From an optimization exercise on the open Yosys and OpenROAD flow, aimed at small area, a short achievable clock period and few clock cycles per item; shortcuts taken in it are not production practice.
RTL that was checked went through simulation tests only; none was proved equivalent to the original.
Only the layout flow was run in runs 2 to 4; the RTL was not checked for function there.

### flow/config.mk
export PLATFORM = sky130hd
export DESIGN_NAME = SQRT
export DESIGN_NICKNAME = SQRT
export VERILOG_FILES = /design/flow/design.v
export SDC_FILE = /design/flow/constraint.sdc
export NUM_CORES = 4
export LEC_CHECK = 0
export CAP_MARGIN = 20
export CORE_MARGIN = 2
export CORE_UTILIZATION = 40
export SLEW_MARGIN = 20
### flow/design.v
module SQRT(
	CLK, RST,
	START,
	DATA_IN,
	DATA_OUT,
	DONE
);
input			CLK, RST;
input			START;
input [15:0]	DATA_IN;
output [15:0]	DATA_OUT;
output			DONE;
wire			SEL_REG_0;
wire [1:0]		SEL_REG_1;
wire [1:0]		SEL_REG_2;
wire [1:0]		SEL_REG_3;
wire [1:0]		SEL_ADD_0;
wire [1:0]		SEL_ADD_1;
wire			CTRL;
DATAPATH DATAPATH(
	CLK, RST,
	DATA_IN,
	SEL_REG_0,
	SEL_REG_1,
	SEL_REG_2,
	SEL_REG_3,
	SEL_ADD_0,
	SEL_ADD_1,
	CTRL,
	DATA_OUT
);
CONTROLLER CONTROLLER(
	CLK, RST,
	START,
	CTRL,
	DONE,
	SEL_REG_0,
	SEL_REG_1,
	SEL_REG_2,
	SEL_REG_3,
	SEL_ADD_0,
	SEL_ADD_1
);
endmodule
module DATAPATH(
	CLK, RST,  
	DATA_IN,   
	IN_SEL_REG_0,   
	IN_SEL_REG_1,   
	IN_SEL_REG_2,   
	IN_SEL_REG_3,   
	IN_SEL_ADD_0,  
	IN_SEL_ADD_1,  
	CTRL,  
	DATA_OUT   
);
input			CLK, RST;
input [15:0]	DATA_IN;
input			IN_SEL_REG_0;
input [1:0]		IN_SEL_REG_1;
input [1:0]		IN_SEL_REG_2;
input [1:0]		IN_SEL_REG_3;
input [1:0]		IN_SEL_ADD_0;
input [1:0]		IN_SEL_ADD_1;
output			CTRL;
output [15:0]	DATA_OUT;
reg [15:0]		REG_0, REG_1, REG_2, REG_3;
wire [15:0]		DATA_IN_MUL_0, DATA_IN_MUL_1, DATA_OUT_MUL;
wire [15:0]		DATA_IN_DIV_0, DATA_IN_DIV_1, DATA_OUT_DIV;
wire [15:0]		DATA_IN_ADD_0, DATA_IN_ADD_1, DATA_OUT_ADD;
wire [15:0]		DATA_IN_CMP_0, DATA_IN_CMP_1;
wire [15:0]		DATA_IN_SHIFT, DATA_OUT_SHIFT;
always @(posedge CLK or posedge RST)
begin
	if(RST) begin
		REG_0 <= 16'd0;
		REG_1 <= 16'd0;
		REG_2 <= 16'd0;
		REG_3 <= 16'd0;
	end else begin
		REG_0 <= MUX_2_TO_1(DATA_IN, REG_0, IN_SEL_REG_0);
		REG_1 <= MUX_4_TO_1(REG_1, DATA_OUT_ADD, DATA_OUT_DIV, DATA_OUT_SHIFT, IN_SEL_REG_1);
		REG_2 <= MUX_3_TO_1(REG_1, DATA_OUT_MUL, DATA_OUT_ADD, IN_SEL_REG_2);
		REG_3 <= MUX_3_TO_1(16'b0000000000000000, REG_3, DATA_OUT_ADD, IN_SEL_REG_3);
	end
end
assign DATA_IN_MUL_0 = 16'b0000000011100011;  
assign DATA_IN_MUL_1 = REG_0;
assign DATA_IN_DIV_0 = REG_0;
assign DATA_IN_DIV_1 = REG_1;
assign DATA_IN_ADD_0 = MUX_3_TO_1(16'b0000000000111000, 16'b0000000100000000, REG_2, IN_SEL_ADD_0);  
assign DATA_IN_ADD_1 = MUX_3_TO_1(REG_1, REG_2, REG_3, IN_SEL_ADD_1);
assign DATA_IN_CMP_0 = REG_3;
assign DATA_IN_CMP_1 = 16'b0000010100000000;  
assign DATA_IN_SHIFT = REG_2;
function [15:0] MUX_2_TO_1;
input [15:0]    IN_0;
input [15:0]    IN_1;
input           IN_SEL;
reg [15:0]      ANSWER;
begin
	if(IN_SEL==0)
		ANSWER = IN_0;
	else if(IN_SEL==1)
		ANSWER = IN_1;
	else
		ANSWER = 16'b0000000000000000;
	MUX_2_TO_1 = ANSWER;
end
endfunction
function [15:0] MUX_3_TO_1;
input [15:0]    IN_0;
input [15:0]    IN_1;
input [15:0]    IN_2;
input [1:0]     IN_SEL;
reg [15:0]      ANSWER;
begin
	if(IN_SEL==0)
		ANSWER = IN_0;
	else if(IN_SEL==1)
		ANSWER = IN_1;
	else if(IN_SEL==2)
		ANSWER = IN_2;
	else
		ANSWER = 16'b0000000000000000;
	MUX_3_TO_1 = ANSWER;
end
endfunction
function [15:0] MUX_4_TO_1;
input [15:0]    IN_0;
input [15:0]    IN_1;
input [15:0]    IN_2;
input [15:0]    IN_3;
input [1:0]     IN_SEL;
reg [15:0]      ANSWER;
begin
	if(IN_SEL==0)
		ANSWER = IN_0;
	else if(IN_SEL==1)
		ANSWER = IN_1;
	else if(IN_SEL==2)
		ANSWER = IN_2;
	else if(IN_SEL==3)
		ANSWER = IN_3;
	else
		ANSWER = 16'b0000000000000000;
	MUX_4_TO_1 = ANSWER;
end
endfunction
ADDER ADDER(DATA_IN_ADD_0, DATA_IN_ADD_1, DATA_OUT_ADD);
MULTIPLIER MULTIPLIER(DATA_IN_MUL_0, DATA_IN_MUL_1, DATA_OUT_MUL);
DIVIDER DIVIDER(DATA_IN_DIV_0, DATA_IN_DIV_1, DATA_OUT_DIV);
COMPARATOR COMPARATOR(DATA_IN_CMP_0, DATA_IN_CMP_1, CTRL);
SHIFTER SHIFTER(DATA_IN_SHIFT, DATA_OUT_SHIFT);
assign DATA_OUT = REG_1;
endmodule
module ADDER(A, B, Y);
	input [15:0] A;
	input [15:0] B;
	output [15:0] Y;
	assign Y = A + B;
endmodule
module MULTIPLIER(A, B, Y);
	input [15:0] A;
	input [15:0] B;
	output [15:0] Y;
	assign Y = {4'b0000, A[15:4]} * {4'b0000, B[15:4]};
endmodule
module DIVIDER(A, B, Y);
	input [15:0] A;
	input [15:0] B;
	wire [23:0] T1, T2;
	output [15:0] Y;
	assign Y = (B[15:8] == 8'd0) ? 16'hFFFF : A / {8'b00000000, B[15:8]};
endmodule
module COMPARATOR(A, B, Y);
	input [15:0] A;
	input [15:0] B;
	output Y;
	assign Y = A < B;
endmodule
module SHIFTER(A, Y);
	input [15:0] A;
	output [15:0] Y;
	assign Y = {1'b0, A[15:1]};
endmodule
module CONTROLLER(
	CLK, RST,
	START,
	CTRL,
	OUT_DONE,
	OUT_SEL_REG_0,
	OUT_SEL_REG_1,
	OUT_SEL_REG_2,
	OUT_SEL_REG_3,
	OUT_SEL_ADD_0,
	OUT_SEL_ADD_1
);
input			CLK, RST;
input			START;
input			CTRL;
output			OUT_DONE;
output			OUT_SEL_REG_0;
output [1:0]	OUT_SEL_REG_1;
output [1:0]	OUT_SEL_REG_2;
output [1:0]	OUT_SEL_REG_3;
output [1:0]	OUT_SEL_ADD_0;
output [1:0]	OUT_SEL_ADD_1;
reg		S0, S1, S2, S3, S4, S5, S6;
always @( posedge CLK or posedge RST ) begin
	if( RST )
		{S0, S1, S2, S3, S4, S5, S6} <= 7'b0000001;
	else begin
		if(S0) begin
			S0 <= 1'b0; S1 <= 1'b1;
		end else if(S1) begin
			S1 <= 1'b0; S2 <= 1'b1;
		end else if(S2) begin
			S2 <= 1'b0; S3 <= 1'b1;
		end else if(S3) begin
			S3 <= 1'b0; S4 <= 1'b1;
		end else if(S4) begin
			S4 <= 1'b0; S5 <= 1'b1;
		end else if(S5) begin
			S5 <= 1'b0;
			if(CTRL)
				S3 <= 1'b1;
			else
				S6 <= 1'b1;
		end else if(S6) begin
			if(START) begin
				S6 <= 1'b0; S1 <= 1'b1;
			end
		end else begin
			{S0, S1, S2, S3, S4, S5, S6} <= 7'b0000001;
		end
	end
end
assign OUT_DONE = S6;
assign OUT_SEL_REG_0 = GET_SEL_REG_0(S0, S1, S2, S3, S4, S5, S6) & ~(S6 & START);
assign OUT_SEL_REG_1 = GET_SEL_REG_1(S0, S1, S2, S3, S4, S5, S6);
assign OUT_SEL_REG_2 = GET_SEL_REG_2(S0, S1, S2, S3, S4, S5, S6);
assign OUT_SEL_REG_3 = GET_SEL_REG_3(S0, S1, S2, S3, S4, S5, S6);
assign OUT_SEL_ADD_0 = GET_SEL_ADD_0(S0, S1, S2, S3, S4, S5, S6);
assign OUT_SEL_ADD_1 = GET_SEL_ADD_1(S0, S1, S2, S3, S4, S5, S6);
function GET_SEL_REG_0;
	input	S0, S1, S2, S3, S4, S5, S6;
	reg		ANSWER;
	begin
		if(S0)
			ANSWER = 1'b0;
		else if(S1)
			ANSWER = 1'b1;
		else if(S2)
			ANSWER = 1'b1;
		else if(S3)
			ANSWER = 1'b1;
		else if(S4)
			ANSWER = 1'b1;
		else if(S5)
			ANSWER = 1'b1;
		else if(S6)
			ANSWER = 1'b1;
		else
			ANSWER = 1'b1;
		GET_SEL_REG_0 = ANSWER;
	end
endfunction
function [1:0] GET_SEL_REG_1;
	input		S0, S1, S2, S3, S4, S5, S6;
	reg [1:0]	ANSWER;
	begin
		if(S0)
			ANSWER = 2'b00;
		else if(S1)
			ANSWER = 2'b00;
		else if(S2)
			ANSWER = 2'b01;
		else if(S3)
			ANSWER = 2'b10;
		else if(S4)
			ANSWER = 2'b00;
		else if(S5)
			ANSWER = 2'b11;
		else if(S6)
			ANSWER = 2'b00;
		else
			ANSWER = 2'b00;
		GET_SEL_REG_1 = ANSWER;
	end
endfunction
function [1:0] GET_SEL_REG_2;
	input		S0, S1, S2, S3, S4, S5, S6;
	reg [1:0]	ANSWER;
	begin
		if(S0)
			ANSWER = 2'b00;
		else if(S1)
			ANSWER = 2'b01;
		else if(S2)
			ANSWER = 2'b00;
		else if(S3)
			ANSWER = 2'b00;
		else if(S4)
			ANSWER = 2'b10;
		else if(S5)
			ANSWER = 2'b00;
		else if(S6)
			ANSWER = 2'b00;
		else
			ANSWER = 2'b00;
		GET_SEL_REG_2 = ANSWER;
	end
endfunction
function [1:0] GET_SEL_REG_3;
	input		S0, S1, S2, S3, S4, S5, S6;
	reg [1:0]	ANSWER;
	begin
		if(S0)
			ANSWER = 2'b00;
		else if(S1)
			ANSWER = 2'b00;
		else if(S2)
			ANSWER = 2'b00;
		else if(S3)
			ANSWER = 2'b10;
		else if(S4)
			ANSWER = 2'b01;
		else if(S5)
			ANSWER = 2'b01;
		else if(S6)
			ANSWER = 2'b00;
		else
			ANSWER = 2'b00;
		GET_SEL_REG_3 = ANSWER;
	end
endfunction
function [1:0] GET_SEL_ADD_0;
	input		S0, S1, S2, S3, S4, S5, S6;
	reg [1:0]	ANSWER;
	begin
		if(S0)
			ANSWER = 2'b00;
		else if(S1)
			ANSWER = 2'b00;
		else if(S2)
			ANSWER = 2'b00;
		else if(S3)
			ANSWER = 2'b01;
		else if(S4)
			ANSWER = 2'b10;
		else if(S5)
			ANSWER = 2'b00;
		else if(S6)
			ANSWER = 2'b00;
		else
			ANSWER = 2'b00;
		GET_SEL_ADD_0 = ANSWER;
	end
endfunction
function [1:0] GET_SEL_ADD_1;
	input		S0, S1, S2, S3, S4, S5, S6;
	reg [1:0]	ANSWER;
	begin
		if(S0)
			ANSWER = 2'b00;
		else if(S1)
			ANSWER = 2'b00;
		else if(S2)
			ANSWER = 2'b01;
		else if(S3)
			ANSWER = 2'b10;
		else if(S4)
			ANSWER = 2'b00;
		else if(S5)
			ANSWER = 2'b00;
		else if(S6)
			ANSWER = 2'b00;
		else
			ANSWER = 2'b00;
		GET_SEL_ADD_1 = ANSWER;
	end
endfunction
endmodule
### flow/run.sh
#!/bin/bash
# synth_recipe.tcl (not shown) runs the flow's synth.tcl, then flattens the netlist and writes it again
# the make line also repeats each setting of config.mk as NAME=value (left out here)
make -C /OpenROAD-flow-scripts/flow DESIGN_CONFIG=/design/flow/config.mk WORK_HOME=/design/flow/orfs CLKGATE_MAP_FILE= SYNTH_SCRIPT=/design/flow/synth_recipe.tcl finish
### flow/constraint.sdc
create_clock -name core_clock -period 34.0 [get_ports {CLK}]
set_input_delay 6.8000 -clock core_clock [delete_from_list [all_inputs] [get_ports {CLK}]]
set_output_delay 6.8000 -clock core_clock [all_outputs]
set_load 0.01 [all_outputs]
==> results of run 1 <==
[state kept, by name (all words and copies together), names as in the netlist]
signal,cells
CONTROLLER.S4,1
CONTROLLER.S6,1
CONTROLLER.S2,1
DATAPATH.REG_1,16
DATAPATH.REG_0,16
CONTROLLER.S5,1
CONTROLLER.S1,1
DATAPATH.REG_2,16
DATAPATH.REG_3,16
CONTROLLER.S3,1
[critical path, delay by kind of cell, from the launching register on]
family	cells	cell delay, ns
muxes	3	0.86
AOI/OAI and AO/OA	85	18.49
buffers and inverters	5	0.57
xor gates and xnor gates	1	0.14
DFF	1	0.42
and+or+nand+nor	32	6.73
adders and majority gates	15	4.32
[through the flow]
stage / setup WS (ns) / utilization (%) / hold slack, ns / cells / area [sq um]
after floorplan: 3.88 / - / 0.421 / 1339 / 10900
after global placement: 1.09 / 43.1 / 0.471 / 1684 / 11600
after detailed placement: 0.435 / 43.1 / 0.480 / 1684 / 11600
after CTS: 0.309 / 44.2 / 0.498 / 1700 / 11900
after global routing: -0.126 / 45.0 / 0.528 / 1710 / 12100
final: 2.31 / 45.0 / 0.501 / 1710 / 12100
[kinds of logic after synthesis]
kind of cell	Yosys count	synth area share, %
AOI/OAI and AO/OA	449	29.0
muxes	60	6.31
and+or+nand+nor	422	19.7
DFF	70	16.1
adders and majority gates	160	19.3
xor gates and xnor gates	70	5.76
buffers and inverters	108	3.89
[final cells by class]
type | instances | area share (%)
flip-flops and latches | 70 | 14.6
multi-input cells | 1161 | 73.1
inverters | 67 | 2.08
clock inverters | 7 | 0.662
repair buffers | 55 | 4.24
clock buffers | 9 | 1.86
well taps | 341 | 3.53
[timing repair]
| item | in CTS | in global routing |
|---|---|---|
| gates resized for setup | 0 | 28 |
| setup buffers | 0 | 10 |
| endpoints found under the setup margin | 0 | 2 |
[layer usage]
metal / GRT usage [%] / vias up
met5: 0 / -
met4: 6.69 / 0
met3: 2.90 / 45
met2: 35.5 / 294
met1: 32.8 / 4947
li1: - / 5080
[synthesized netlist by cell type (all sizes together) (4+ instances only)]
master   instances
a211o            5
a211oi          22
a21boi          13
a21o            24
a21oi           91
a222oi           8
a22o            14
a22oi           24
a2bb2oi          4
a31o             4
a31oi           10
and2            11
and3            15
buf              7
clkbuf          34
dfrtp           69
fa              13
ha             147
inv             67
mux2            45
mux2i           15
nand2          101
nand2b          20
nand3           27
nand4           13
nor2           112
nor2b           14
nor3            54
nor4             7
o2111ai          4
o211ai          18
o21a            47
o21ai           88
o21bai          15
o22ai            9
o31a             5
o31ai           13
or2             11
or3             13
or4              7
xnor2           46
xor2            23
[how the worst min path moves through the flow]
stage	startpoint	end	slack, ns	cells after the start
floorplan	CONTROLLER.S1	CONTROLLER.S2	0.42	0
global placement	DATAPATH.REG_3[1]	DATAPATH.REG_3[1]	0.47	2
detailed placement	DATAPATH.REG_3[1]	DATAPATH.REG_3[1]	0.48	2
CTS	DATAPATH.REG_3[1]	DATAPATH.REG_3[1]	0.50	2
global route	DATAPATH.REG_3[1]	DATAPATH.REG_3[1]	0.53	2
finish	DATAPATH.REG_3[1]	DATAPATH.REG_3[1]	0.50	2
==> implementation parameters, run 1 <==
Parameter                              Value

Logic synthesis
  Syn Nets ... 1,518
  Avg Cell Area, Syn ... 8.13 sq um
  Synthesis warning total ... 2
  Post-synth cell types ... 109
  Post-synth EDFFs ... 0
  Prevailing post-synth register cell ... sky130_fd_sc_hd__dfrtp_1
  Proportion of synthesized chip area in sequential cells ... 16.1%
  Flop and latch count out of synthesis ... 70
  Synth top area cells ... sky130_fd_sc_hd__ha_1 17%, sky130_fd_sc_hd__dfrtp_1 16%, sky130_fd_sc_hd__a21oi_1 4.1%
  Top-area cell type share of the netlist area ... 16.9%
  Dominant cell type by area after synthesis ... sky130_fd_sc_hd__ha_1
  FFs w/ async S/R, synth ... 100%
  Number of instances in the synthesized netlist ... 1,339
  Area of the mapped netlist ... 10,900 sq um

Route
  DRC errors left ... 0
  Metal1 wirelength ... 15.7 mm
  Pre-Repair DR Iteration Count ... 5
  Avg WL per Cell ... 19.0 microns
  Uppermost layer routed ... met4
  Wire length on met3 ... 1.65 mm
  Aggregate routed wire length ... 32.5 mm
  Total number of vias ... 10,400
  Vias per Instance ... 6.06
  First DRT Iteration DRCs ... 731
  Final antenna-violating net count ... 0
  Sum of met2 wire segment lengths after detailed routing ... 14.3 mm

Clock tree
  Num CTS Buffers ... 9
  Maximum root-to-sink buffer count ... 2
  CTS clock-pin slew for the worst setup and hold paths ... 0.06 ns
  Hold buffers post-CTS ... 0
  Level count of the clock H-tree ... 3
  CTS tree ... done
  Cell at the root of the clock tree ... sky130_fd_sc_hd__clkbuf_16
  Clock latency on the worst-skew pair ... 0.35 ns
  Clock sink count ... 70

Critical path
  Worst reg2reg endpoint ... DATAPATH.REG_1[0]
  Largest stage delay on the critical path ... 0.59 ns
  Start-to-end type of the worst setup path ... reg -> reg
  Worst setup path endpoint ... DATAPATH.REG_1[0]
  FF-to-FF path depth ... 141
  Maximum fanout count along the critical path ... 14
  Reg-to-reg slack, setup ... 2.31 ns
  Required time at the endpoint of the critical path ... 34.25 ns
  Critical Path Source Type ... register
  Sort of element at the end of the critical path ... register
  Crit path top cell by count ... sky130_fd_sc_hd__o21a_1
  Critical-path cell with the highest stage delay ... sky130_fd_sc_hd__or4_4
  Launching point of the worst reg2reg path ... DATAPATH.REG_0[0]
  Data arrival time of the critical path ... 31.94 ns
  First element of the critical path ... DATAPATH.REG_0[0]

Floorplanning
  Chip Width ... 169 microns
  Core ar. ... 26,900 sq um
  Vert. Die Dim ... 169 microns
  Die Footprint ... 28,600 sq um
  Initial core utilization ... 40.5%
  Standard-cell row count ... 60
  Number of I/O pins ... 36

Placed design
  Number of port buffers ... 35
  Placed wire-length estimate after detailed placement ... 24.9 mm
  Gpl congestion ... 0.916

Timing
  Period utilisation layout ... 93.2%
  Headroom to the max-slew limit ... 33.5%
  Max-slew violation total from the final report ... 0
  Max Freq ... 31.6 MHz
  Final setup violation count ... 0
  Clock tree skew after final layout ... 0.00962 ns
  Actual transition at the worst max-transition pin ... 0.998 ns
  Post-layout minimum cycle time ... 31.69 ns
  Summed negative setup slack over all endpoints ... 0 ns
  Total count of hold-check failures in the final report ... 0

Final layout
  Number of nets in the finished design ... 1,543
  Filler cells ... 2,669
  Most common library cell in the layout ignoring fill and taps ... sky130_fd_sc_hd__ha_1
  Area used by multi-input combinational logic ... 8840 sq um
  Sequential standard cell area ... 1760 sq um
  Commonest cells after routing, fill and taps aside ... 147 x sky130_fd_sc_hd__ha_1, 108 x sky130_fd_sc_hd__nor2_1, 98 x sky130_fd_sc_hd__nand2_1
  Area growth, synth to finish ... 11.1%
  Share of post-route cells with drive strength above 1 ... 11.2%
  Ant. Diodes ... 0

Min path
  Class of the worst hold path ... reg -> reg

Outcome
  Run status ... complete, no violations

Global routing
  Vias in the first global route ... 9,809
  Pin count of the biggest net entering global routing ... 61
  Number of antenna violations at the first check in global routing ... 0
  Total Routing Usage GR ... 22.7%
  Global-route wire length before repair ... 52.5 mm
  Total congestion overflow after global routing ... 0

Flow run
  Max-capacitance violation count ... 0
Testbench counts, summed over its fixed seeds: cycles 36,872, items 2,048.
==> run 2, diff against run 1 <==
==> flow/design.v (replaced) <==
module SQRT(
	CLK, RST,
	START,
	DATA_IN,
	DATA_OUT,
	DONE
);
input			CLK, RST;
input			START;
input [15:0]	DATA_IN;
output [15:0]	DATA_OUT;
output			DONE;
reg			done_r;		 
reg [2:0]	iter;		 
reg			first;		 
reg [1:0]	nib;		 
reg [15:0]	X;			 
reg [15:0]	G;			 
reg [11:0]	Q;			 
reg [7:0]	R;			 
function [8:0] DSTEP;
	input [7:0] r;
	input       b;
	input [7:0] d;
	reg   [7:0] t, g, p, gn, pn;
	reg         q;
	integer     i, k;
	begin
		t = {r[6:0], b};
		for (i = 0; i < 8; i = i + 1) begin
			g[i] = ~t[i] & d[i];
			p[i] = ~(t[i] ^ d[i]);
		end
		for (k = 1; k < 8; k = k * 2) begin
			gn = g; pn = p;
			for (i = k; i < 8; i = i + 1) begin
				gn[i] = g[i] | (p[i] & g[i-k]);
				pn[i] = p[i] & p[i-k];
			end
			g = gn; p = pn;
		end
		q = r[7] | ~g[7];
		DSTEP[8] = q;
		DSTEP[0] = q ? (t[0] ^ d[0]) : t[0];
		for (i = 1; i < 8; i = i + 1)
			DSTEP[i] = q ? (t[i] ^ d[i] ^ g[i-1]) : t[i];
	end
endfunction
wire [7:0]	gi    = G[15:8];
wire		last  = (nib == 2'd3);
reg [3:0]	xb;
always @(*) begin
	case (nib)
	2'd0: xb = X[15:12];
	2'd1: xb = X[11:8];
	2'd2: xb = X[7:4];
	default: xb = X[3:0];
	endcase
end
wire [7:0]	r0 = first ? (nib[0] ? {4'b0000, X[15:12]} : 8'd0) : R;
wire [8:0]	s3 = DSTEP(r0,       xb[3], gi);
wire [8:0]	s2 = DSTEP(s3[7:0],  xb[2], gi);
wire [8:0]	s1 = DSTEP(s2[7:0],  xb[1], gi);
wire [8:0]	s0 = DSTEP(s1[7:0],  xb[0], gi);
wire [3:0]	qn = {s3[8], s2[8], s1[8], s0[8]};
wire [11:0]	hi0 = G[15:4] + Q;
wire [11:0]	hi1 = G[15:4] + Q + 12'd1;
wire [4:0]	lo  = {1'b0, G[3:0]} + {1'b0, qn};
wire [15:0]	sum = {lo[4] ? hi1 : hi0, lo[3:0]};
function SKIPS;
	input [11:0] h;		 
	input [3:0]  xt;	 
	begin
		SKIPS = (|h[11:9]) | (xt < h[8:5]);
	end
endfunction
wire		sk0 = SKIPS(hi0, X[15:12]);
wire		sk1 = SKIPS(hi1, X[15:12]);
wire		skn = lo[4] ? sk1 : sk0;
wire [15:0]	ea  = {DATA_IN[15:4], 4'b0000};
wire [15:0]	eb  = ~{3'b000, DATA_IN[15:4], 1'b0};
wire [15:0]	ek  = 16'h0038;
wire [15:0]	ex  = ea ^ eb ^ ek;
wire [15:0]	ec  = (ea & eb) | (ek & (ea ^ eb));
wire [15:0]	g0  = ex + {ec[14:0], 1'b1};
wire		take = done_r & START;
wire		sk_in = |DATA_IN[15:8] | (&DATA_IN[7:4]);
always @(posedge CLK or posedge RST) begin
	if (RST)
		done_r <= 1'b1;
	else if (done_r)
		done_r <= ~START;
	else if (last && iter == 3'd4)
		done_r <= 1'b1;
end
always @(posedge CLK) begin
	R   <= s0[7:0];
	Q   <= first ? {8'd0, qn} : {Q[7:0], qn};
end
always @(posedge CLK) begin
	if (take) begin
		X     <= DATA_IN;
		G     <= g0;
		iter  <= 3'd0;
		first <= 1'b1;
		nib   <= {1'b0, sk_in};
	end else if (!done_r) begin
		if (last) begin
			G     <= {1'b0, sum[15:1]};
			iter  <= iter + 3'd1;
			first <= 1'b1;
			nib   <= {1'b0, skn};
		end else begin
			first <= 1'b0;
			nib   <= nib + 2'd1;
		end
	end
end
assign DONE     = done_r;
assign DATA_OUT = G;
endmodule
--- a/flow/config.mk
+++ b/flow/config.mk
@@ -5,6 +5,7 @@
 export SDC_FILE = /design/flow/constraint.sdc
 export NUM_CORES = 4
 export LEC_CHECK = 0
+export ABC_AREA = 1
 export CAP_MARGIN = 20
 export CORE_MARGIN = 2
 export CORE_UTILIZATION = 40
==> run 2 against run 1 <==
Routed wire length shrank 55%. Worst setup slack better by 22 ns. Cell area shrank 45%. Clock skew is essentially flat. Synthesized cell count down 40%. Non-clock buffer count is 19 lower. First-iteration DRC count is 53% lower.
==> implementation parameters, run 2 <==
Parameter                              Value

Outcome
  Run status ... complete, no violations

Clock tree
  Cell at the root of the clock tree ... sky130_fd_sc_hd__clkbuf_16
  Setup Fix Bufs, Post-CTS ... 0
  CTS clock-pin slew for the worst setup and hold paths ... 0.06 ns
  Number of cells upsized or downsized after cts ... 0
  Maximum root-to-sink buffer count ... 2
  Level count of the clock H-tree ... 3
  CTS tree ... done
  Clock sink count ... 59
  Clock latency on the worst-skew pair ... 0.33 ns
  Num CTS Buffers ... 9
  Hold buffers post-CTS ... 0

Final layout
  Ant. Diodes ... 0
  Final design instance area without fill ... 6680 sq um
  Share of post-route cells with drive strength above 1 ... 5.77%
  Area growth, synth to finish ... 14.5%
  Number of nets in the finished design ... 952
  Commonest cells after routing, fill and taps aside ... 210 x sky130_fd_sc_hd__nand2_1, 122 x sky130_fd_sc_hd__inv_1, 83 x sky130_fd_sc_hd__ha_1
  Registers with the most flip-flops ... G: 16 flops, X: 16 flops, Q: 12 flops
  Filler cells ... 1,441
  Post-Route Utilization ... 46.5%
  Count of non-filler cells in the finished layout ... 1,033
  Most common library cell in the layout ignoring fill and taps ... sky130_fd_sc_hd__nand2_1

Critical path
  Reg-to-reg slack, setup ... 24.23 ns
  Launching point of the worst reg2reg path ... nib[0]
  Critical Path Source Type ... register
  Start-to-end type of the worst setup path ... reg -> reg
  Largest stage delay on the critical path ... 0.53 ns
  Crit path top cell by count ... sky130_fd_sc_hd__nand2_1
  FF-to-FF path depth ... 54
  Worst setup path endpoint ... nib[0]
  Maximum fanout count along the critical path ... 18
  Worst reg2reg endpoint ... nib[0]
  Cell family with most CP delay ... simple AND/OR/NAND/NOR gates
  Worst path bufs/invs ... 9
  First element of the critical path ... nib[0]
  Critical Path Stages ... 54
  Critical-path cell with the highest stage delay ... sky130_fd_sc_hd__a31oi_1
  Required time at the endpoint of the critical path ... 34.07 ns
  Data arrival time of the critical path ... 9.84 ns
  Sort of element at the end of the critical path ... register

Flow run
  Max-capacitance violation count ... 0

Route
  Aggregate routed wire length ... 14.7 mm
  Avg WL per Cell ... 14.3 microns
  Pre-Repair DR Iteration Count ... 5
  DRC errors left ... 0
  Final antenna-violating net count ... 0
  Total number of vias ... 5,184
  First DRT Iteration DRCs ... 340
  Vias per Instance ... 5.02

Global routing
  Total Routing Usage GR ... 19.4%
  Met2 track utilization from global routing ... 32.5%
  Layer carrying the most global-route usage ... met2
  Pin count of the biggest net entering global routing ... 22
  Met1 GRT Util ... 27.0%
  Global-route wire length before repair ... 24.6 mm
  Number of antenna violations at the first check in global routing ... 0
  Total congestion overflow after global routing ... 0
  Vias in the first global route ... 4,917
  Global routing usage on met3 ... 2.53%

Logic synthesis
  Top cell types by occurrence after synthesis ... 210 x sky130_fd_sc_hd__nand2_1, 122 x sky130_fd_sc_hd__inv_1, 83 x sky130_fd_sc_hd__ha_1
  Number of instances in the synthesized netlist ... 805
  Area of the mapped netlist ... 5830 sq um
  Flop and latch count out of synthesis ... 59
  Prevailing post-synth register cell ... sky130_fd_sc_hd__edfxtp_1
  Proportion of synthesized chip area in sequential cells ... 26.0%
  Syn Nets ... 913
  Synth top area cells ... sky130_fd_sc_hd__ha_1 18%, sky130_fd_sc_hd__edfxtp_1 17%, sky130_fd_sc_hd__nand2_1 14%
  Post-synth EDFFs ... 33
  Cell with the most instances after synthesis ... sky130_fd_sc_hd__nand2_1
  Synthesis warning total ... 1
  Dominant cell type by area after synthesis ... sky130_fd_sc_hd__ha_1
  Post-synth cell types ... 47
  Top-area cell type share of the netlist area ... 17.8%
  FFs w/ async S/R, synth ... 1.69%
  Avg Cell Area, Syn ... 7.25 sq um

Timing
  Summed negative setup slack over all endpoints ... 0 ns
  Max-slew violation total from the final report ... 0
  Total count of hold-check failures in the final report ... 0
  Headroom to the max-slew limit ... 43.7%
  Max Freq ... 102 MHz
  Actual transition at the worst max-transition pin ... 0.843 ns
  Final setup violation count ... 0
  Period utilisation layout ... 28.7%
  Final hold slack ... 0.424 ns
  Setup repair after global routing missed its margin ... no
  Post-layout minimum cycle time ... 9.77 ns
  Clock tree skew after final layout ... 0.0100 ns

Floorplanning
  Die Footprint ... 15,600 sq um
  Number of I/O pins ... 36
  Core ar. ... 14,400 sq um
  Initial core utilization ... 40.6%
  Chip Width ... 125 microns
  Vert. Die Dim ... 125 microns
  Standard-cell row count ... 44

Placed design
  Placed cell areas ... 6370 sq um
  Placed wire-length estimate after detailed placement ... 12.0 mm
  Gpl congestion ... 0.834
  Number of cells in the design after placement ... 1,017
  Number of port buffers ... 35

Min path
  Startpoint of the most critical hold path ... Q[6]
  Class of the worst hold path ... reg -> reg
==> run 2: cell types whose count changed in the layout (fill, tap and decap cells not counted), sizes merged, moves of 33 or more <==
cell    previous run  this run
edfxtp             0        33
dfrtp             69         0
ha               147        83
nor3              54         8
a21oi             91        49
o21a              47         0
nand2            101       217
inv               69       131
mux2              45         0
xnor2             46        12
o21ai             88        51
nor2             112        51
==> run 2: worst min-delay path by stage <==
| stage | endpoint | slack (ns) | cells past startpoint |
|---|---|---|---|
| 3_3_place_gp | Q[10] | 0.42 | 2 |
| 3_5_place_dp | Q[10] | 0.42 | 2 |
| 6_report | Q[10] | 0.42 | 2 |
| 2_1_floorplan | Q[10] | 0.41 | 2 |
| 5_1_grt | Q[11] | 0.44 | 2 |
| 4_1_cts | Q[10] | 0.43 | 2 |
==> run 2: metrics by stage <==
stage	worst slack, ns
after floorplan	25.14
after CTS	24.22
after global routing	23.11
after global placement	24.19
final	24.23
after detailed placement	24.23
==> run 2: cell type report <==
type | instances | area (sq um) | area share [%]
multi-input cells | 608 | 3780 | 56.6
flip-flops and latches | 59 | 1520 | 22.7
inverters | 130 | 488 | 7.30
repair buffers | 36 | 358 | 5.36
well taps | 184 | 230 | 3.45
clock buffers | 9 | 225 | 3.37
clock inverters | 7 | 83.8 | 1.25
==> run 2: cell families (layout without fill, tap and decap cells) <==
kind of cell / Yosys count / in the layout / share of synthesized area [%]
xor+xnor: 29 / 29 / 4.35
mux: 1 / 1 / 0.172
fa+ha+maj: 89 / 89 / 19.9
compound gates: 135 / 135 / 13.4
simple gates: 354 / 354 / 27.0
flops: 59 / 59 / 26.0
buf+inv: 138 / 182 / 9.22
==> run 2: tightest hold or removal path, stage by stage (launching register included) <==
cell and delay, ns:
sky130_fd_sc_hd__dfxtp_1 0.31, sky130_fd_sc_hd__inv_1 0.05, sky130_fd_sc_hd__nor2_1 0.03
==> run 2: per-layer routing <==
metal | share of wire (%) | up-vias
li1 | - | 2769
met3 | 3.3 | 8
met5 | 0 | -
met1 | 50 | 2321
met2 | 46 | 86
met4 | 0.80 | 0
==> run 3, diff against run 2 <==
==> flow/flow/run.sh (new file) <==
#!/bin/bash
# Standard layout, with repair_timing aiming for 25 ns of setup slack
# (the clock period and constraints are the design's own).
set -euo pipefail
bash standard.sh SETUP_SLACK_MARGIN=25 finish > make_finish.log 2>&1
==> flow/standard.sh (new file) <==
#!/bin/bash
# synth_recipe.tcl (not shown) runs the flow's synth.tcl, then flattens the netlist and writes it again
# the make line also repeats each setting of config.mk as NAME=value (left out here)
make -C /OpenROAD-flow-scripts/flow DESIGN_CONFIG=/design/flow/config.mk WORK_HOME=/design/flow/orfs CLKGATE_MAP_FILE= SYNTH_SCRIPT=/design/flow/synth_recipe.tcl "${@:-finish}"
removed: flow/run.sh
==> run 3 against run 2 <==
Still clean on timing, DRC and antenna. Register-to-register slack improved by 1.5 ns. Clock-buffer cell count did not move. Cell area rose by 3.6%. Worst setup slack improved by 0.92 ns. Core utilization rose by 1.7 points. Clock skew fell by 0.0022 ns. Area after synthesis did not move. Non-clock buffer count rose by 16. Maximum frequency rose by 10%. Largest cell class unchanged.
==> implementation parameters, run 3 <==
Parameter                              Value

Clock tree
  Clock latency on the worst-skew pair ... 0.33 ns
  Cell at the root of the clock tree ... sky130_fd_sc_hd__clkbuf_16
  Num CTS Buffers ... 9
  Hold buffers post-CTS ... 0
  Maximum root-to-sink buffer count ... 2
  CTS clock-pin slew for the worst setup and hold paths ... 0.05 ns
  Clock sink count ... 59
  Level count of the clock H-tree ... 3
  CTS tree ... done

Logic synthesis
  Syn Nets ... 913
  Post-synth EDFFs ... 33
  Number of instances in the synthesized netlist ... 805
  Flop and latch count out of synthesis ... 59
  Proportion of synthesized chip area in sequential cells ... 26.0%
  Synth top area cells ... sky130_fd_sc_hd__ha_1 18%, sky130_fd_sc_hd__edfxtp_1 17%, sky130_fd_sc_hd__nand2_1 14%
  Share of synthesized cell area in full adder, half adder and majority cells ... 19.9%
  Synthesis warning total ... 1
  Avg Cell Area, Syn ... 7.25 sq um
  Top cell types by occurrence after synthesis ... 210 x sky130_fd_sc_hd__nand2_1, 122 x sky130_fd_sc_hd__inv_1, 83 x sky130_fd_sc_hd__ha_1
  Dominant cell type by area after synthesis ... sky130_fd_sc_hd__ha_1
  Fraction of synthesized area in multiplexers ... 0.172%
  Post-synth cell types ... 47
  Top-area cell type share of the netlist area ... 17.8%
  FFs w/ async S/R, synth ... 1.69%
  Post-synthesis compound-gate area fraction ... 13.4%
  Simple-gate share of the synthesized area ... 27.0%
  Cell with the most instances after synthesis ... sky130_fd_sc_hd__nand2_1
  Area of the mapped netlist ... 5830 sq um
  Prevailing post-synth register cell ... sky130_fd_sc_hd__edfxtp_1
  Xor/xnor share of the synthesized area ... 4.35%
  Main combinational cell family by area after synthesis ... simple AND/OR/NAND/NOR gates

Global routing
  Vias in the first global route ... 4,954
  Total Routing Usage GR ... 19.5%
  Pin count of the biggest net entering global routing ... 22
  Number of antenna violations at the first check in global routing ... 0
  Global-route wire length before repair ... 24.7 mm
  Total congestion overflow after global routing ... 0

Route
  First DRT Iteration DRCs ... 340
  DRC errors left ... 0
  Aggregate routed wire length ... 15.1 mm
  Final antenna-violating net count ... 0
  Total number of vias ... 5,356
  Pre-Repair DR Iteration Count ... 4
  Avg WL per Cell ... 14.4 microns
  Vias per Instance ... 5.11

Final layout
  Area growth, synth to finish ... 18.7%
  Commonest cells after routing, fill and taps aside ... 209 x sky130_fd_sc_hd__nand2_1, 117 x sky130_fd_sc_hd__inv_1, 79 x sky130_fd_sc_hd__ha_1
  Ant. Diodes ... 0
  Share of post-route cells with drive strength above 1 ... 11.7%
  Most common library cell in the layout ignoring fill and taps ... sky130_fd_sc_hd__nand2_1
  Post-Route Utilization ... 48.2%
  Number of nets in the finished design ... 968
  Registers with the most flip-flops ... G: 16 flops, X: 16 flops, Q: 12 flops

Floorplanning
  Chip Width ... 125 microns
  Core ar. ... 14,400 sq um
  Initial core utilization ... 40.6%
  Die Footprint ... 15,600 sq um
  Number of I/O pins ... 36
  Vert. Die Dim ... 125 microns
  Standard-cell row count ... 44

Placed design
  Gpl congestion ... 0.834
  Placed wire-length estimate after detailed placement ... 12.0 mm
  Number of port buffers ... 35

Timing
  Setup repair after global routing missed its margin ... yes
  Summed negative setup slack over all endpoints ... 0 ns
  Headroom to the max-slew limit ... 44.4%
  Actual transition at the worst max-transition pin ... 0.831 ns
  Max-slew violation total from the final report ... 0
  Post-layout minimum cycle time ... 8.86 ns
  Final setup violation count ... 0
  Max Freq ... 113 MHz
  Total count of hold-check failures in the final report ... 0
  Final hold slack ... 0.424 ns
  Clock tree skew after final layout ... 0.00784 ns
  Period utilisation layout ... 26.1%

Critical path
  Crit path top cell by count ... sky130_fd_sc_hd__nand2_1
  Critical Path Source Type ... primary input
  Sort of element at the end of the critical path ... register
  Cell Chain, Critical Path ... clkdlybuf4s50_1, inv_1, ha_1, ha_1, nand2_1, nand2_1, a21oi_2, o21ai_2, nand2_1, a21oi_2, nor2_1, nand2_1, nand3_1, nand2_1
  Maximum fanout count along the critical path ... 4
  Data arrival time of the critical path ... 8.93 ns
  Required time at the endpoint of the critical path ... 34.07 ns
  Largest stage delay on the critical path ... 0.56 ns
  Start-to-end type of the worst setup path ... in -> reg
  Critical-path cell with the highest stage delay ... sky130_fd_sc_hd__clkdlybuf4s50_1

Flow run
  Max-capacitance violation count ... 0

Outcome
  Run status ... complete, no violations

Min path
  Class of the worst hold path ... reg -> reg
run 3: path summary, 6_finish.rpt:
check | start | endpoint | slack (ns) | cells past startpoint
max in group asynchronous | RST | done_r | 27.22 | 2
min in group asynchronous | RST | done_r | 6.76 | 2
hold / removal | Q[6] | Q[10] | 0.42 | 2
hold reg to reg | Q[6] | Q[10] | 0.42 | 2
setup reg to reg | nib[0] | nib[0] | 25.68 | 53
setup / recovery | DATA_IN[11] | G[14] | 25.14 | 14
run 3: final cells by class:
class                      instances  area, sq um
multi-input combinational        608         3910
clock inverter                     7         83.8
inverter                         130          509
fill                            1428         7440
timing repair buffer              52          448
tap                              184          230
clock buffer                       9          225
sequential                        59         1520
run 3: routing by layer:
metal  vias to the layer above  GRT usage [%]  share of wire (%)
met5                         -              0                  0
met4                         0           4.16                1.4
met3                        15           2.71                3.1
met2                        99           32.5                 46
met1                      2431           26.9                 50
li1                       2811              -                  -
run 3: cells by family after synthesis:
group | Yosys count
AOI/OAI and AO/OA | 135
xor gates and xnor gates | 29
adders and majority gates | 89
buffers and inverters | 138
DFF | 59
muxes | 1
and+or+nand+nor | 354
run 3: critical path, delay by kind of cell:
kind	cells	cell delay (ns)
and+or+nand+nor	7	0.56
AOI/OAI and AO/OA	3	0.34
adders and majority gates	2	0.59
buffers and inverters	2	0.63
run 3: through the flow:
stage / std cells / setup WS, ns / cell area [sq um]
global placement: 1017 / 24.19 / 6370
finish: 1049 / 25.14 / 6920
floorplan: 805 / 25.14 / 5830
CTS: 1033 / 25.00 / 6710
global route: 1049 / 24.86 / 6920
detailed placement: 1017 / 24.23 / 6370
run 3: timing repair:
| item | CTS | global route |
|---|---|---|
| gates resized for setup | 22 | 45 |
| endpoints found under the setup margin | 14 | 15 |
| pin swaps | 0 | 18 |
| setup buffers | 0 | 16 |
==> run 4, diff against run 3 <==
==> flow/flow/run.sh (replaced) <==
#!/bin/bash
# Standard layout, with repair_timing aiming for 26 ns of setup slack
# (the clock period and constraints are the design's own).
set -euo pipefail
bash standard.sh SETUP_SLACK_MARGIN=26 finish > make_finish.log 2>&1
==> run 4 against run 3 <==
Critical path depth down 4. Highest routed layer unchanged. Via count up 7.2%. Core utilization up 7.5 points. Area after synthesis unchanged. Clock skew about the same. Global-route usage up 1.4 points. First-iteration DRC count up 2.6%. Non-clock buffer count up 65.
==> implementation parameters, run 4 <==
Parameter                              Value

Critical path
  Critical Path Source Type ... primary input
  Launching point of the worst reg2reg path ... nib[0]
  Maximum fanout count along the critical path ... 4
  Critical-path cell with the highest stage delay ... sky130_fd_sc_hd__clkdlybuf4s50_1
  First element of the critical path ... DATA_IN[15]
  Reg-to-reg slack, setup ... 26.07 ns
  Cell Chain, Critical Path ... clkdlybuf4s50_1, inv_1, ha_1, ha_1, a21oi_1, nor2_1, a211oi_2, nand3_1, nand2_1, nor2_1
  Cell family with most CP delay ... adder cells
  FF-to-FF path depth ... 49
  Largest stage delay on the critical path ... 0.50 ns
  Critical Path Stages ... 10
  Sort of element at the end of the critical path ... register
  Worst setup path endpoint ... G[15]
  Required time at the endpoint of the critical path ... 34.08 ns
  Worst reg2reg endpoint ... G[12]
  Worst path bufs/invs ... 2
  Start-to-end type of the worst setup path ... in -> reg
  Data arrival time of the critical path ... 8.69 ns

Final layout
  Filler cells ... 1,303
  Commonest cells after routing, fill and taps aside ... 194 x sky130_fd_sc_hd__nand2_1, 108 x sky130_fd_sc_hd__inv_1, 73 x sky130_fd_sc_hd__buf_4
  Number of nets in the finished design ... 1,036
  Most common library cell in the layout ignoring fill and taps ... sky130_fd_sc_hd__nand2_1
  Registers with the most flip-flops ... G: 16 flops, X: 16 flops, Q: 12 flops
  Area growth, synth to finish ... 37.1%
  Ant. Diodes ... 0
  Share of post-route cells with drive strength above 1 ... 25.6%
  Post-Route Utilization ... 55.7%

Timing
  Final setup violation count ... 0
  Period utilisation layout ... 25.3%
  Post-layout minimum cycle time ... 8.61 ns
  Max Freq ... 116 MHz
  Clock tree skew after final layout ... 0.00805 ns
  Max-slew violation total from the final report ... 0
  Setup repair after global routing missed its margin ... yes
  Actual transition at the worst max-transition pin ... 0.542 ns
  Summed negative setup slack over all endpoints ... 0 ns
  Worst Setup Slack, final ... 25.39 ns
  Total count of hold-check failures in the final report ... 0
  Headroom to the max-slew limit ... 63.7%

Clock tree
  Cell at the root of the clock tree ... sky130_fd_sc_hd__clkbuf_16
  Num CTS Buffers ... 9
  CTS clock-pin slew for the worst setup and hold paths ... 0.05 ns
  Clock latency on the worst-skew pair ... 0.33 ns
  Hold buffers post-CTS ... 0
  Maximum root-to-sink buffer count ... 2
  Clock sink count ... 59
  Level count of the clock H-tree ... 3
  CTS tree ... done

Route
  Avg WL per Cell ... 15.3 microns
  Pre-Repair DR Iteration Count ... 5
  Aggregate routed wire length ... 17.0 mm
  Total number of vias ... 5,739
  Final antenna-violating net count ... 0
  DRC errors left ... 0
  First DRT Iteration DRCs ... 349
  Vias per Instance ... 5.14

Placed design
  Placed wire-length estimate after detailed placement ... 12.1 mm
  Number of port buffers ... 35
  Place WS ... 24.28 ns
  Gpl congestion ... 0.852

Min path
  Class of the worst hold path ... reg -> reg
  Startpoint of the most critical hold path ... Q[7]

Logic synthesis
  Synth top area cells ... sky130_fd_sc_hd__ha_1 18%, sky130_fd_sc_hd__edfxtp_1 17%, sky130_fd_sc_hd__nand2_1 14%
  Proportion of synthesized chip area in sequential cells ... 26.0%
  Post-synth cell types ... 47
  Area of the mapped netlist ... 5830 sq um
  Post-synth EDFFs ... 33
  Synthesis warning total ... 1
  Top cell types by occurrence after synthesis ... 210 x sky130_fd_sc_hd__nand2_1, 122 x sky130_fd_sc_hd__inv_1, 83 x sky130_fd_sc_hd__ha_1
  Prevailing post-synth register cell ... sky130_fd_sc_hd__edfxtp_1
  Flop and latch count out of synthesis ... 59
  Cell with the most instances after synthesis ... sky130_fd_sc_hd__nand2_1
  Number of instances in the synthesized netlist ... 805
  FFs w/ async S/R, synth ... 1.69%
  Syn Nets ... 913
  Dominant cell type by area after synthesis ... sky130_fd_sc_hd__ha_1
  Top-area cell type share of the netlist area ... 17.8%
  Avg Cell Area, Syn ... 7.25 sq um

Global routing
  Vias in the first global route ... 5,295
  Total Routing Usage GR ... 20.9%
  Number of antenna violations at the first check in global routing ... 0
  Global-route wire length before repair ... 26.3 mm
  Total congestion overflow after global routing ... 0
  Pin count of the biggest net entering global routing ... 29

Floorplanning
  Chip Width ... 125 microns
  Initial core utilization ... 40.6%
  Standard-cell row count ... 44
  Vert. Die Dim ... 125 microns
  Die Footprint ... 15,600 sq um
  Number of I/O pins ... 36
  Core ar. ... 14,400 sq um

Outcome
  Run status ... complete, no violations

Flow run
  Max-capacitance violation count ... 0
## run 4: cell counts after synthesis
Identical to the previous run, type by type.
## run 4: what timing repair did
action,CTS,global route
setup buffers,42,39
gates cloned,1,2
setup endpoints to repair,68,14
resized for setup,114,90
pin swaps,35,68
## run 4: layout make-up
class	instances	area, sq um	share of cell area (%)
Timing Repair inverter	1	5.00	0.0626
Tap cell	184	230	2.88
Sequential cell	59	1520	19.0
Timing Repair Buffer	117	1040	13.0
Clock buffer	9	225	2.82
Inverter	130	534	6.68
Clock inverter	7	83.8	1.05
Multi-Input combinational cell	610	4360	54.5
## run 4: worst register-to-register path: cells and delay by family, from the launching register on
kind | cells | cell delay [ns]
adder cells (fa/ha/maj) | 7 | 2.31
AO/OA/AOI/OAI | 14 | 2.10
AND/OR/NAND/NOR | 19 | 1.86
buffers and inverters | 9 | 0.92
flip-flops | 1 | 0.49
## run 4: through the flow
step | instance area [sq um] | hold slack (ns) | std cells
floorplan | 5960 | 0.407 | 805
global placement | 6500 | 0.416 | 1017
detailed placement | 6500 | 0.417 | 1017
CTS | 7320 | 0.424 | 1076
global route | 8000 | 0.447 | 1117
finish | 8000 | 0.422 | 1117
## run 4: kinds of logic after synthesis
group | after synthesis | synth area share (%)
and+or+nand+nor | 354 | 27.0
buffers and inverters | 138 | 9.22
AOI/OAI and AO/OA | 135 | 13.4
adders and majority gates | 89 | 19.9
DFF | 59 | 26.0
xor gates and xnor gates | 29 | 4.35
muxes | 1 | 0.172
## run 4: worst min path at each step
stage,end,slack (ns),depth (start not counted)
4_1_cts,Q[11],0.42,2
5_1_grt,Q[11],0.45,2
3_5_place_dp,Q[9],0.42,2
2_1_floorplan,Q[10],0.41,2
6_report,Q[11],0.42,2
3_3_place_gp,Q[11],0.42,2
## run 4: per-layer routing
metal | global-route usage [%] | vias up | routed length, microns
met4 | 5.49 | 0 | 439
met2 | 36.5 | 143 | 8170
met3 | 2.66 | 27 | 693
met5 | 0 | - | 0
li1 | - | 2940 | -
met1 | 27.2 | 2629 | 7730
==> run 5, diff against run 4 <==
--- a/flow/design.v
+++ b/flow/design.v
@@ -16,7 +16,7 @@
 reg [1:0]	nib;		 
 reg [15:0]	X;			 
 reg [15:0]	G;			 
-reg [11:0]	Q;			 
+reg [11:0]	A;			 
 reg [7:0]	R;			 
 function [8:0] DSTEP;
 	input [7:0] r;
@@ -63,9 +63,19 @@
 wire [8:0]	s1 = DSTEP(s2[7:0],  xb[1], gi);
 wire [8:0]	s0 = DSTEP(s1[7:0],  xb[0], gi);
 wire [3:0]	qn = {s3[8], s2[8], s1[8], s0[8]};
-wire [11:0]	hi0 = G[15:4] + Q;
-wire [11:0]	hi1 = G[15:4] + Q + 12'd1;
-wire [4:0]	lo  = {1'b0, G[3:0]} + {1'b0, qn};
+reg [3:0]	gb;
+always @(*) begin
+	case (nib)
+	2'd0: gb = G[15:12];
+	2'd1: gb = G[11:8];
+	2'd2: gb = G[7:4];
+	default: gb = G[3:0];
+	endcase
+end
+wire [11:0]	ain = first ? {8'd0, nib[0] ? G[15:12] : 4'd0} : A;
+wire [11:0]	hi0 = ain;
+wire [11:0]	hi1 = ain + 12'd1;
+wire [4:0]	lo  = {1'b0, gb} + {1'b0, qn};
 wire [15:0]	sum = {lo[4] ? hi1 : hi0, lo[3:0]};
 function SKIPS;
 	input [11:0] h;		 
@@ -95,7 +105,7 @@
 end
 always @(posedge CLK) begin
 	R   <= s0[7:0];
-	Q   <= first ? {8'd0, qn} : {Q[7:0], qn};
+	A   <= sum[11:0];
 end
 always @(posedge CLK) begin
 	if (take) begin
==> flow/flow/run.sh (replaced) <==
#!/bin/bash
# Standard layout, with repair_timing aiming for 25.5 ns of setup slack
# (the clock period and constraints are the design's own).
set -euo pipefail
bash standard.sh SETUP_SLACK_MARGIN=25.5 finish > make_finish.log 2>&1
==> run 5 against run 4 <==
Flip-flop and latch count unchanged. Register-to-register slack about the same. Largest cell class unchanged. Clock skew down 0.0019 ns.
==> implementation parameters, run 5 <==
Parameter                              Value

Outcome
  Run status ... complete, no violations

Global routing
  Met2 track utilization from global routing ... 36.7%
  Layer carrying the most global-route usage ... met2
  Global-route wire length before repair ... 26.6 mm
  Total Routing Usage GR ... 21.5%
  Number of antenna violations at the first check in global routing ... 0
  Met1 GRT Util ... 27.3%
  Pin count of the biggest net entering global routing ... 30
  Global routing usage on met3 ... 3.44%
  Vias in the first global route ... 5,165
  Total congestion overflow after global routing ... 0

Timing
  Max Freq ... 117 MHz
  Summed negative setup slack over all endpoints ... 0 ns
  Actual transition at the worst max-transition pin ... 0.745 ns
  Clock tree skew after final layout ... 0.00618 ns
  Setup repair after global routing missed its margin ... yes
  Period utilisation layout ... 25.0%
  Total count of hold-check failures in the final report ... 0
  Final setup violation count ... 0
  Post-layout minimum cycle time ... 8.52 ns
  Max-slew violation total from the final report ... 0
  Headroom to the max-slew limit ... 50.2%

Clock tree
  Hold buffers post-CTS ... 0
  CTS tree ... done
  CTS clock-pin slew for the worst setup and hold paths ... 0.05 ns
  Maximum root-to-sink buffer count ... 2
  Cell at the root of the clock tree ... sky130_fd_sc_hd__clkbuf_16
  Clock sink count ... 59
  Level count of the clock H-tree ... 3
  Num CTS Buffers ... 9
  Clock latency on the worst-skew pair ... 0.33 ns

Placed design
  Placed cell areas ... 6400 sq um
  Number of cells in the design after placement ... 1,015
  Gpl congestion ... 0.909
  Number of port buffers ... 35
  Placed wire-length estimate after detailed placement ... 12.7 mm

Floorplanning
  Initial core utilization ... 41.3%
  Vert. Die Dim ... 124 microns
  Core ar. ... 14,000 sq um
  Number of I/O pins ... 36
  Standard-cell row count ... 43
  Chip Width ... 124 microns
  Die Footprint ... 15,400 sq um

Final layout
  Number of nets in the finished design ... 980
  Most common library cell in the layout ignoring fill and taps ... sky130_fd_sc_hd__nand2_1
  Area growth, synth to finish ... 26.5%
  Ant. Diodes ... 0
  Registers with the most flip-flops ... G: 16 flops, X: 16 flops, A: 12 flops
  Count of non-filler cells in the finished layout ... 1,068
  Share of post-route cells with drive strength above 1 ... 19.0%
  Final design instance area without fill ... 7310 sq um
  Commonest cells after routing, fill and taps aside ... 229 x sky130_fd_sc_hd__nand2_1, 123 x sky130_fd_sc_hd__inv_1, 66 x sky130_fd_sc_hd__nand3_1

Critical path
  Start-to-end type of the worst setup path ... reg -> out
  Reg-to-reg slack, setup ... 26.08 ns
  Critical Path Source Type ... register
  FF-to-FF path depth ... 51
  Maximum fanout count along the critical path ... 7
  Sort of element at the end of the critical path ... output pin
  Worst reg2reg endpoint ... G[6]
  First element of the critical path ... G[15]
  Cell family with most CP delay ... flip-flops
  Worst setup path endpoint ... DATA_OUT[15]
  Data arrival time of the critical path ... 1.72 ns
  Largest stage delay on the critical path ... 0.73 ns
  Worst path bufs/invs ... 1
  Launching point of the worst reg2reg path ... first
  Critical Path Stages ... 1
  Required time at the endpoint of the critical path ... 27.20 ns
  Cell Chain, Critical Path ... clkdlybuf4s50_1
  Critical-path cell with the highest stage delay ... sky130_fd_sc_hd__edfxtp_1

Logic synthesis
  Prevailing post-synth register cell ... sky130_fd_sc_hd__edfxtp_1
  Area of the mapped netlist ... 5780 sq um
  Number of instances in the synthesized netlist ... 813
  Synthesis warning total ... 1
  Top cell types by occurrence after synthesis ... 236 x sky130_fd_sc_hd__nand2_1, 134 x sky130_fd_sc_hd__inv_1, 73 x sky130_fd_sc_hd__ha_1
  Post-synth cell types ... 46
  FFs w/ async S/R, synth ... 1.69%
  Avg Cell Area, Syn ... 7.11 sq um
  Synth top area cells ... sky130_fd_sc_hd__edfxtp_1 17%, sky130_fd_sc_hd__ha_1 16%, sky130_fd_sc_hd__nand2_1 15%
  Post-synth EDFFs ... 33
  Syn Nets ... 910
  Top-area cell type share of the netlist area ... 17.1%
  Flop and latch count out of synthesis ... 59
  Dominant cell type by area after synthesis ... sky130_fd_sc_hd__edfxtp_1
  Cell with the most instances after synthesis ... sky130_fd_sc_hd__nand2_1
  Proportion of synthesized chip area in sequential cells ... 26.2%

Route
  First DRT Iteration DRCs ... 355
  DRC errors left ... 0
  Aggregate routed wire length ... 17.1 mm
  Avg WL per Cell ... 16.0 microns
  Pre-Repair DR Iteration Count ... 5
  Total number of vias ... 5,505
  Final antenna-violating net count ... 0
  Vias per Instance ... 5.15

Flow run
  Max-capacitance violation count ... 0

Min path
  Class of the worst hold path ... reg -> reg
run 5: cell types whose count changed after synthesis, sizes merged, moves of 3 or more:
cell | before | now
ha | 83 | 73
buf | 4 | 7
inv | 127 | 137
o22ai | 11 | 7
nand2 | 217 | 250
nand4 | 19 | 11
nand3 | 52 | 77
clkbuf | 4 | 7
xor2 | 17 | 22
o21ai | 51 | 28
a31oi | 2 | 6
a21oi | 49 | 41
nor2 | 51 | 35
o211ai | 6 | 3
run 5: kinds of logic after synthesis:
kind of cell	after synthesis	share of synthesized area (%)
compound gates	99	9.98
xor+xnor	36	5.45
fa+ha+maj	78	17.5
buf+inv	153	10.6
flops	59	26.2
simple gates	388	30.2
run 5: per-stage QoR:
| stage | setup WS, ns | utilization (%) | hold slack [ns] |
|---|---|---|---|
| 6_report | 25.48 | 52.3 | 0.445 |
| 5_1_grt | 25.42 | 52.3 | 0.496 |
| 4_1_cts | 25.50 | 48.7 | 0.451 |
| 3_5_place_dp | 24.60 | 45.8 | 0.437 |
| 3_3_place_gp | 24.63 | 45.8 | 0.454 |
| 2_1_floorplan | 25.48 | - | 0.418 |
run 5: what timing repair did:
item | in CTS | in global routing
cloned | 0 | 4
pin swaps | 4 | 21
setup endpoints to repair | 40 | 27
hold endpoints to repair | 0 | 0
setup buffers | 3 | 30
gates resized for setup | 65 | 59
run 5: layout make-up:
type / count / area [sq um]
clock buffers: 10 / 229
clock inverters: 6 / 80.1
fillers: 1374 / 6680
inverters: 139 / 539
multi-input cells: 604 / 4120
flip-flops and latches: 59 / 1520
well taps: 180 / 225
repair buffers: 69 / 593
repair inverters: 1 / 5.00
run 5: how the worst min path moves through the flow:
stage | from | to | depth (start not counted)
after global placement | iter[2] | iter[2] | 2
after CTS | iter[2] | done_r | 2
final | iter[2] | done_r | 2
after detailed placement | iter[2] | done_r | 2
after global routing | iter[2] | done_r | 2
after floorplan | iter[2] | done_r | 2
run 5: per-layer routing:
metal  vias to the layer above  wire [microns]
li1                       2794               -
met1                      2509            7580
met2                       168            8190
met3                        34             785
met4                         0             544
met5                         -               0
Testbench counts of run 5, summed over its fixed seeds: cycles 32,821, items 2,048.
==> run 6, diff against run 5 <==
==> flow/flow/run.sh (replaced) <==
#!/bin/bash
set -euo pipefail
bash standard.sh SETUP_SLACK_MARGIN=25 "BUFFER_PORTS_ARGS=-buffer_cell sky130_fd_sc_hd__buf_2" finish > make_finish.log 2>&1
==> run 6 against run 5 <==
First-iteration DRC count up 11%. Worst setup slack worse by 0.20 ns. Register-to-register slack worse by 0.40 ns. Maximum frequency down 2.3%. Critical endpoint is now G[12].
==> implementation parameters, run 6 <==
Parameter                              Value

Route
  Pre-Repair DR Iteration Count ... 6
  DRC errors left ... 0
  Aggregate routed wire length ... 15.8 mm
  Vias per Instance ... 5.07
  Final antenna-violating net count ... 0
  Total number of vias ... 5,306
  Avg WL per Cell ... 15.1 microns
  First DRT Iteration DRCs ... 394

Critical path
  Data arrival time of the critical path ... 8.78 ns
  Start-to-end type of the worst setup path ... in -> reg
  Sort of element at the end of the critical path ... register
  Maximum fanout count along the critical path ... 5
  Required time at the endpoint of the critical path ... 34.06 ns
  Critical Path Source Type ... primary input

Final layout
  Count of non-filler cells in the finished layout ... 1,047
  Registers with the most flip-flops ... G: 16 flops, X: 16 flops, A: 12 flops
  Area growth, synth to finish ... 13.8%
  Most common library cell in the layout ignoring fill and taps ... sky130_fd_sc_hd__nand2_1
  Commonest cells after routing, fill and taps aside ... 235 x sky130_fd_sc_hd__nand2_1, 132 x sky130_fd_sc_hd__inv_1, 69 x sky130_fd_sc_hd__ha_1
  Share of post-route cells with drive strength above 1 ... 13.0%
  Number of nets in the finished design ... 959
  Ant. Diodes ... 0

Timing
  Setup repair after global routing missed its margin ... no
  Max Freq ... 115 MHz
  Period utilisation layout ... 25.6%
  Actual transition at the worst max-transition pin ... 0.834 ns
  Total count of hold-check failures in the final report ... 0
  Max-slew violation total from the final report ... 0
  Clock tree skew after final layout ... 0.00928 ns
  Summed negative setup slack over all endpoints ... 0 ns
  Post-layout minimum cycle time ... 8.72 ns
  Headroom to the max-slew limit ... 44.1%
  Final setup violation count ... 0

Global routing
  Total Routing Usage GR ... 20.4%
  Global-route wire length before repair ... 25.5 mm
  Pin count of the biggest net entering global routing ... 30
  Total congestion overflow after global routing ... 0
  Vias in the first global route ... 4,991
  Number of antenna violations at the first check in global routing ... 0

Clock tree
  CTS clock-pin slew for the worst setup and hold paths ... 0.05 ns
  Hold buffers post-CTS ... 0
  Cell at the root of the clock tree ... sky130_fd_sc_hd__clkbuf_16
  Level count of the clock H-tree ... 3
  Num CTS Buffers ... 9
  Maximum root-to-sink buffer count ... 2
  CTS tree ... done
  Clock latency on the worst-skew pair ... 0.33 ns
  Clock sink count ... 59

Floorplanning
  Initial core utilization ... 41.3%
  Standard-cell row count ... 43
  Core ar. ... 14,000 sq um
  Die Footprint ... 15,400 sq um
  Chip Width ... 124 microns
  Number of I/O pins ... 36
  Vert. Die Dim ... 124 microns

Placed design
  Gpl congestion ... 0.868
  Placed wire-length estimate after detailed placement ... 12.3 mm
  Number of cells in the design after placement ... 1,015
  Number of port buffers ... 35

Logic synthesis
  Syn Nets ... 910
  FFs w/ async S/R, synth ... 1.69%
  Top-area cell type share of the netlist area ... 17.1%
  Top cell types by occurrence after synthesis ... 236 x sky130_fd_sc_hd__nand2_1, 134 x sky130_fd_sc_hd__inv_1, 73 x sky130_fd_sc_hd__ha_1
  Synthesis warning total ... 1
  Post-synth cell types ... 46
  Avg Cell Area, Syn ... 7.11 sq um
  Synth top area cells ... sky130_fd_sc_hd__edfxtp_1 17%, sky130_fd_sc_hd__ha_1 16%, sky130_fd_sc_hd__nand2_1 15%
  Number of instances in the synthesized netlist ... 813
  Dominant cell type by area after synthesis ... sky130_fd_sc_hd__edfxtp_1
  Cell with the most instances after synthesis ... sky130_fd_sc_hd__nand2_1
  Post-synth EDFFs ... 33
  Area of the mapped netlist ... 5780 sq um
  Flop and latch count out of synthesis ... 59
  Proportion of synthesized chip area in sequential cells ... 26.2%
  Prevailing post-synth register cell ... sky130_fd_sc_hd__edfxtp_1

Min path
  Class of the worst hold path ... reg -> reg

Flow run
  Max-capacitance violation count ... 0

Outcome
  Run status ... complete, no violations
==> run 6: changes by cell type in the layout (fill, tap and decap cells not counted), sizes merged <==
cell / delta
clkdlybuf4s50: -23
buf: +9
clkdlybuf4s15: -3
clkinvlp: +3
bufinv: -2
nand2: -2
clkbuf: -1
clkinv: -1
dlygate4sd2: -1
==> run 6: worst max-delay path: stages <==
cell and delay (ns):
sky130_fd_sc_hd__buf_2 0.12, sky130_fd_sc_hd__inv_1 0.09, sky130_fd_sc_hd__ha_1 0.28, sky130_fd_sc_hd__inv_1 0.04, sky130_fd_sc_hd__ha_1 0.36, sky130_fd_sc_hd__nand4_1 0.11
sky130_fd_sc_hd__o21ai_1 0.28, sky130_fd_sc_hd__nand3_1 0.11, sky130_fd_sc_hd__nand2_1 0.11, sky130_fd_sc_hd__nand2_1 0.06, sky130_fd_sc_hd__nand2_1 0.09, sky130_fd_sc_hd__a21o_1 0.14
sky130_fd_sc_hd__nand2_1 0.05, sky130_fd_sc_hd__nand2_1 0.05, sky130_fd_sc_hd__o21ai_0 0.10
==> run 6: cell families (layout without fill, tap and decap cells) <==
kind of cell             Yosys count  count (layout)  synth area share, %
AND/OR/NAND/NOR                  388             389                 30.2
XOR/XNOR                          36              36                 5.45
flip-flops                        59              59                 26.2
buffers and inverters            153             206                 10.6
adder cells (fa/ha/maj)           78              78                 17.5
AO/OA/AOI/OAI                     99              99                 9.98
==> run 6: metal layers <==
layer / share of wire, % / GRT usage [%]
met3: 5.0 / 2.88
met1: 45 / 26.9
met2: 48 / 34.7
met4: 2.4 / 6.21
met5: 0 / 0
==> run 6: area by class of cell <==
| cell class | instances | area (sq um) |
|---|---|---|
| repair inverters | 1 | 5.00 |
| multi-input cells | 602 | 3740 |
| fillers | 1476 | 7410 |
| repair buffers | 50 | 288 |
| clock buffers | 10 | 229 |
| inverters | 139 | 532 |
| well taps | 180 | 225 |
| flip-flops and latches | 59 | 1520 |
| clock inverters | 6 | 43.8 |
==> run 6: worst paths after layout <==
check                      cells past startpoint  startpoint      to  slack [ns]
min in group asynchronous                      2         RST  done_r        6.45
min                                            2     iter[2]  done_r        0.45
max reg2reg                                   58      nib[0]    G[6]       25.68
max                                           15  DATA_IN[5]   G[12]       25.28
max in group asynchronous                      2         RST  done_r       27.53
min reg2reg                                    2     iter[2]  done_r        0.45
==> run 6: metrics by stage <==
stage | area [sq um] | hold slack (ns) | worst slack, ns | utilization [%]
2_1_floorplan | 5780 | 0.418 | 25.28 | -
3_3_place_gp | 6100 | 0.445 | 24.84 | 43.6
3_5_place_dp | 6100 | 0.444 | 24.82 | 43.6
4_1_cts | 6380 | 0.455 | 25.07 | 45.6
5_1_grt | 6580 | 0.471 | 25.01 | 47.0
6_report | 6580 | 0.449 | 25.28 | 47.0
==> run 6: timing repair <==
item,CTS,global route
cloned,0,2
setup endpoints to repair,6,21
setup buffers,0,14
resized for setup,2,18
pin swaps,0,3

-- static timing again, ports no longer ideal --
In the flow no input, the clock included, has a driving cell. The finished layouts below were timed again as built, in two steps. Step 1 (the two cells are an assumption about what drives the block):
set clk [get_ports {CLK}]
set_driving_cell -lib_cell sky130_fd_sc_hd__clkbuf_16 $clk
set_driving_cell -lib_cell sky130_fd_sc_hd__buf_2 [delete_from_list [all_inputs] $clk]
Step 2 also shifts input and output timing later by t, the mid clock arrival at the registers, as if the neighbouring blocks saw the same clock. a / b / c = ideal / step 1 / step 2; a / b = the first two.
| run | t (ns) | slack for setup (ns) | worst setup path at the end |
|---|---|---|---|
| run 1 | 0.384 | 2.309 / 2.309 / 2.309 | register to register |
| run 2 | 0.361 | 24.225 / 24.225 / 24.179 | input to register |
| run 3 | 0.363 | 25.142 / 25.157 / 24.794 | input to register |
| run 4 | 0.366 | 25.388 / 25.367 / 25.001 | input to register |
| run 5 | 0.363 | 25.485 / 25.448 / 25.261 | input to register |
| run 6 | 0.363 | 25.282 / 25.294 / 24.931 | input to register |
After both steps setup and hold are still met in every run listed. The setup slack of run 4, which loses most, moves by -0.021 ns with the drivers and by -0.387 ns with both steps.
